Context: an optimization exercise on an open-source flow, tuned for small area, a short achievable clock period and few clock cycles. The choices shown serve that exercise and are no tape-out recipe. Where RTL was checked, it was by simulation tests only, not by an equivalence proof against the original.

==> module fp4_fft, before the edit <==
module fp4_fft #(
    parameter MAX_N = 32,
    parameter ADDR_WIDTH = $clog2(MAX_N)
)(
    input wire clk,
    input wire rst,
    input wire start,
    input wire [ADDR_WIDTH-1:0] N,  
    output reg done,
    output reg error,
    input wire [7:0] data_in,  
    input wire data_in_valid,  
    output reg [7:0] data_out,  
    output reg data_out_valid,  
    output reg fft_ready  
);
    reg n16, n8;
    always @(posedge clk) begin
        n16 <= (N == 5'd16);
        n8 <= (N == 5'd8);
    end
    wire [3:0] mask = n16 ? 4'hf : n8 ? 4'h7 : 4'h3;
    function [14:0] stage_ctl;
        input [3:0] x;
        input m16, m8;
        reg [3:0] l0, l1, l2, l3, l4, l5, cm, r;
        reg hi4;
        begin
            l0 = x - 4'd1;
            l1 = x - 4'd9;
            l2 = x - 4'd14;
            l3 = x - 4'd1;
            l4 = x - 4'd2;
            l5 = x - 4'd9;
            hi4 = m16 ? l4[3] : m8 ? l4[2] : l4[1];
            cm = x & (m16 ? 4'hf : m8 ? 4'h7 : 4'h3);
            r = m16 ? 4'd11 : m8 ? 4'd7 : 4'd1;
            stage_ctl[14] = m16 & l0[3];
            stage_ctl[13] = (m16 | m8) & l1[2];
            stage_ctl[12] = l2[1];
            stage_ctl[11] = l3[0];
            stage_ctl[10] = m16 & l1[3];
            stage_ctl[9:8] = m16 ? {l2[2], l2[3]} : m8 ? {l2[2], 1'b0} : 2'b00;
            stage_ctl[7:5] = m16 ? {l3[1], l3[2], l3[3]} : m8 ? {l3[1], l3[2], 1'b0} : {l3[1], 2'b00};
            stage_ctl[4] = hi4 & ~l4[0];
            stage_ctl[3] = m16 & l5[2] & ~l5[1];
            stage_ctl[2] = (cm >= r);
            stage_ctl[1] = (cm == r - 4'd1);
            stage_ctl[0] = 1'b0;
        end
    endfunction
    reg in_frame;  
    reg [3:0] c;  
    reg [5:0] fv;  
    reg en;  
    reg [14:0] ctl;  
    reg rdy;  
    wire start_now = data_in_valid & ~in_frame & rdy;
    wire adv = in_frame ? data_in_valid : 1'b1;
    wire [3:0] cur = start_now ? 4'd0 : c;
    wire last = in_frame & data_in_valid & ((c & mask) == mask);
    wire wrap = adv & ((cur & mask) == mask);
    wire in_frame_n = start_now | (in_frame & ~last);
    wire [3:0] c_n = adv ? cur + 4'd1 : c;
    wire last_slot = ((c & mask) == mask);
    wire wrap_next = (((c + 4'd1) & mask) == 4'd0);
    wire rdy_n = in_frame ? (data_in_valid & last_slot) : (~(data_in_valid & rdy) & wrap_next);
    wire [14:0] ctl_inc = stage_ctl(c + 4'd1, n16, n8);
    wire [14:0] ctl_one = stage_ctl(4'd1, N == 5'd16, N == 5'd8);
    always @(posedge clk)
        ctl <= ~adv ? ctl : start_now ? ctl_one : ctl_inc;
    wire ph8 = ctl[14], ph4 = ctl[13], ph2 = ctl[12], ph1 = ctl[11];
    wire k4 = ctl[10];
    wire [1:0] k2 = ctl[9:8];
    wire [2:0] k1 = ctl[7:5];
    wire cond1 = ctl[4], cond2 = ctl[3];
    wire out_v = n16 ? (ctl[2] ? fv[0] : fv[1]) : n8 ? (ctl[2] ? fv[1] : fv[2]) : (ctl[2] ? fv[4] : fv[5]);
    wire [5:0] keep = n16 ? 6'b000011 : n8 ? 6'b000111 : 6'b111111;
    always @(posedge clk or negedge rst) begin
        if (!rst) begin
            in_frame <= 1'b0;
            c <= 4'hf;  
            fv <= 6'b000000;
            fft_ready <= 1'b0;
            rdy <= 1'b0;
            en <= 1'b0;
        end else begin
            in_frame <= in_frame_n;
            c <= c_n;
            en <= adv;
            fft_ready <= rdy_n;  
            rdy <= rdy_n;
            if (wrap)
                fv <= {fv[4:0], in_frame} & keep;
            else if (en & ctl[1]) begin
                if (n16) fv[1] <= 1'b0;
                else if (n8) fv[2] <= 1'b0;
                else fv[5] <= 1'b0;
            end
        end
    end
    reg [7:0] in_reg, o4, o2;
    wire [7:0] s8, s4, s2, s1;
    wire [7:0] a8, a4, a2, a1, x8, y8, x4, y4, x2, y2, x1, y1;
    wire [7:0] b4 = s8;
    wire [7:0] b2 = o4;
    fp4_butterfly_w0 bf8 (.A(a8), .B(in_reg), .X(x8), .Y(y8));
    fp4_butterfly_w08 bf4 (.A(a4), .B(b4), .w8(k4), .X(x4), .Y(y4));
    fp4_butterfly_w2 bf2 (.A(a2), .B(b2), .w(k2), .X(x2), .Y(y2));
    fp4_butterfly bf1 (.A(a1), .B(o2), .widx(k1), .X(x1), .Y(y1));
    sdf_stage #(.D(8)) st8 (.clk(clk), .en(en), .phase(ph8), .s_in(in_reg),
                            .X(x8), .Y(y8), .A(a8), .s_out(s8));
    sdf_stage #(.D(4)) st4 (.clk(clk), .en(en), .phase(ph4), .s_in(b4),
                            .X(x4), .Y(y4), .A(a4), .s_out(s4));
    sdf_stage #(.D(2)) st2 (.clk(clk), .en(en), .phase(ph2), .s_in(b2),
                            .X(x2), .Y(y2), .A(a2), .s_out(s2));
    sdf_stage #(.D(1)) st1 (.clk(clk), .en(en), .phase(ph1), .s_in(o2),
                            .X(x1), .Y(y1), .A(a1), .s_out(s1));
    reg [55:0] rv1;
    reg [15:0] rv2;
    wire [7:0] tap1 = n16 ? rv1[55:48] : n8 ? rv1[23:16] : rv1[7:0];
    wire [7:0] q1 = cond1 ? s1 : tap1;
    wire [7:0] q2 = cond2 ? q1 : rv2[15:8];
    always @(posedge clk) begin
        in_reg <= data_in;
        data_out <= q2;
    end
    always @(posedge clk) begin
        done <= last;
        error <= start & ((N == 5'd0) | ((N & (N - 5'd1)) != 5'd0));
        data_out_valid <= en & out_v;
    end
    always @(posedge clk) begin
        if (en) begin
            o4 <= s4;
            o2 <= s2;
            rv1 <= {rv1[47:0], cond1 ? tap1 : s1};
            rv2 <= {rv2[7:0], cond2 ? rv2[15:8] : q1};
        end
    end
endmodule
export LEC_CHECK = 0
export ABC_AREA = 1
export CAP_MARGIN = 20
export CORE_MARGIN = 2
export CORE_UTILIZATION = 40
export CTS_BUF_LIST = sky130_fd_sc_hd__clkbuf_16
export CTS_CLUSTER_DIAMETER = 80
export CTS_CLUSTER_SIZE = 25
export SLEW_MARGIN = 20
export BUFFER_PORTS_ARGS = -buffer_cell sky130_fd_sc_hd__buf_4
export SETUP_SLACK_MARGIN = 15
create_clock -name core_clock -period 20.0 [get_ports {clk}]
standard.sh (not shown) runs the stock make flow with config.mk's settings and CLKGATE_MAP_FILE= SYNTH_SCRIPT=/design/flow/synth_recipe.tcl, a recipe that flattens the netlist after the stock synthesis.
==> flow/flow/run.sh <==
#!/bin/bash
set -e
echo "export BUFFER_PORTS_ARGS = -buffer_cell sky130_fd_sc_hd__buf_4" >> "$FLOW_CONFIG"
echo "export SETUP_SLACK_MARGIN = 15" >> "$FLOW_CONFIG"
bash standard.sh > standard_flow.log 2>&1
Change:
--- a/flow/design.v
+++ b/flow/design.v
@@ -1532,23 +1532,21 @@
     endfunction
     reg in_frame;  
     reg [3:0] c;  
     reg [5:0] fv;  
     reg en;  
     reg [14:0] ctl;  
-    reg rdy;  
-    wire start_now = data_in_valid & ~in_frame & rdy;
+    wire start_now = data_in_valid & ~in_frame & fft_ready;
     wire adv = in_frame ? data_in_valid : 1'b1;
     wire [3:0] cur = start_now ? 4'd0 : c;
     wire last = in_frame & data_in_valid & ((c & mask) == mask);
     wire wrap = adv & ((cur & mask) == mask);
     wire in_frame_n = start_now | (in_frame & ~last);
     wire [3:0] c_n = adv ? cur + 4'd1 : c;
     wire last_slot = ((c & mask) == mask);
     wire wrap_next = (((c + 4'd1) & mask) == 4'd0);
-    wire rdy_n = in_frame ? (data_in_valid & last_slot) : (~(data_in_valid & rdy) & wrap_next);
     wire [14:0] ctl_inc = stage_ctl(c + 4'd1, n16, n8);
     wire [14:0] ctl_one = stage_ctl(4'd1, N == 5'd16, N == 5'd8);
     always @(posedge clk)
         ctl <= ~adv ? ctl : start_now ? ctl_one : ctl_inc;
     wire ph8 = ctl[14], ph4 = ctl[13], ph2 = ctl[12], ph1 = ctl[11];
     wire k4 = ctl[10];
@@ -1560,20 +1558,24 @@
     always @(posedge clk or negedge rst) begin
         if (!rst) begin
             in_frame <= 1'b0;
             c <= 4'hf;  
             fv <= 6'b000000;
             fft_ready <= 1'b0;
-            rdy <= 1'b0;
+            done <= 1'b0;
+            error <= 1'b0;
+            data_out_valid <= 1'b0;
             en <= 1'b0;
         end else begin
             in_frame <= in_frame_n;
             c <= c_n;
             en <= adv;
-            fft_ready <= rdy_n;  
-            rdy <= rdy_n;
+            fft_ready <= in_frame ? (data_in_valid & last_slot) : (~(data_in_valid & fft_ready) & wrap_next);
+            done <= last;
+            error <= start & ((N == 5'd0) | ((N & (N - 5'd1)) != 5'd0));
+            data_out_valid <= en & out_v;
             if (wrap)
                 fv <= {fv[4:0], in_frame} & keep;
             else if (en & ctl[1]) begin
                 if (n16) fv[1] <= 1'b0;
                 else if (n8) fv[2] <= 1'b0;
                 else fv[5] <= 1'b0;
@@ -1599,24 +1601,18 @@
                             .X(x1), .Y(y1), .A(a1), .s_out(s1));
     reg [55:0] rv1;
     reg [15:0] rv2;
     wire [7:0] tap1 = n16 ? rv1[55:48] : n8 ? rv1[23:16] : rv1[7:0];
     wire [7:0] q1 = cond1 ? s1 : tap1;
     wire [7:0] q2 = cond2 ? q1 : rv2[15:8];
-    always @(posedge clk) begin
+    always @(posedge clk)
         in_reg <= data_in;
-        data_out <= q2;
-    end
-    always @(posedge clk) begin
-        done <= last;
-        error <= start & ((N == 5'd0) | ((N & (N - 5'd1)) != 5'd0));
-        data_out_valid <= en & out_v;
-    end
     always @(posedge clk) begin
         if (en) begin
             o4 <= s4;
             o2 <= s2;
             rv1 <= {rv1[47:0], cond1 ? tap1 : s1};
             rv2 <= {rv2[7:0], cond2 ? rv2[15:8] : q1};
+            data_out <= q2;
         end
     end
 endmodule
What happened:
- non-clock buffer count came out higher by 1
- synthesized cell count came out higher by 0.33%
- clock-buffer cell count stays the same
- utilization came out higher by 0.31 points
- critical path depth does not change
Testbench counts after the change, summed over its fixed seeds: cycles 5,344.
No functional check of the RTL was part of the first run of this note.

-- what the ideal ports hide --
Ports are ideal in the flow. The routed layouts listed here were re-timed in OpenROAD. Step 1 sets driving cells, clkbuf_16 on the clock port and buf_2 on the other inputs (assumed; they add their load-dependent delay and slew). Step 2 also shifts input and output timing later by t, the mid clock arrival at the registers, as if the neighbouring blocks saw the same clock. a / b / c = ideal / step 1 / step 2; a / b = the first two.
run | t (ns) | slack for setup (ns) | worst register clock-pin slew, ns
the first run | 0.550 | 14.940 / 14.891 / 14.692 | 0.10 / 0.10
the second run | 0.552 | 14.954 / 14.901 / 14.719 | 0.10 / 0.10
After both steps setup and hold are still met in every run listed. The setup slack of the first run, which loses most, moves by -0.049 ns with the drivers and by -0.248 ns with both steps.
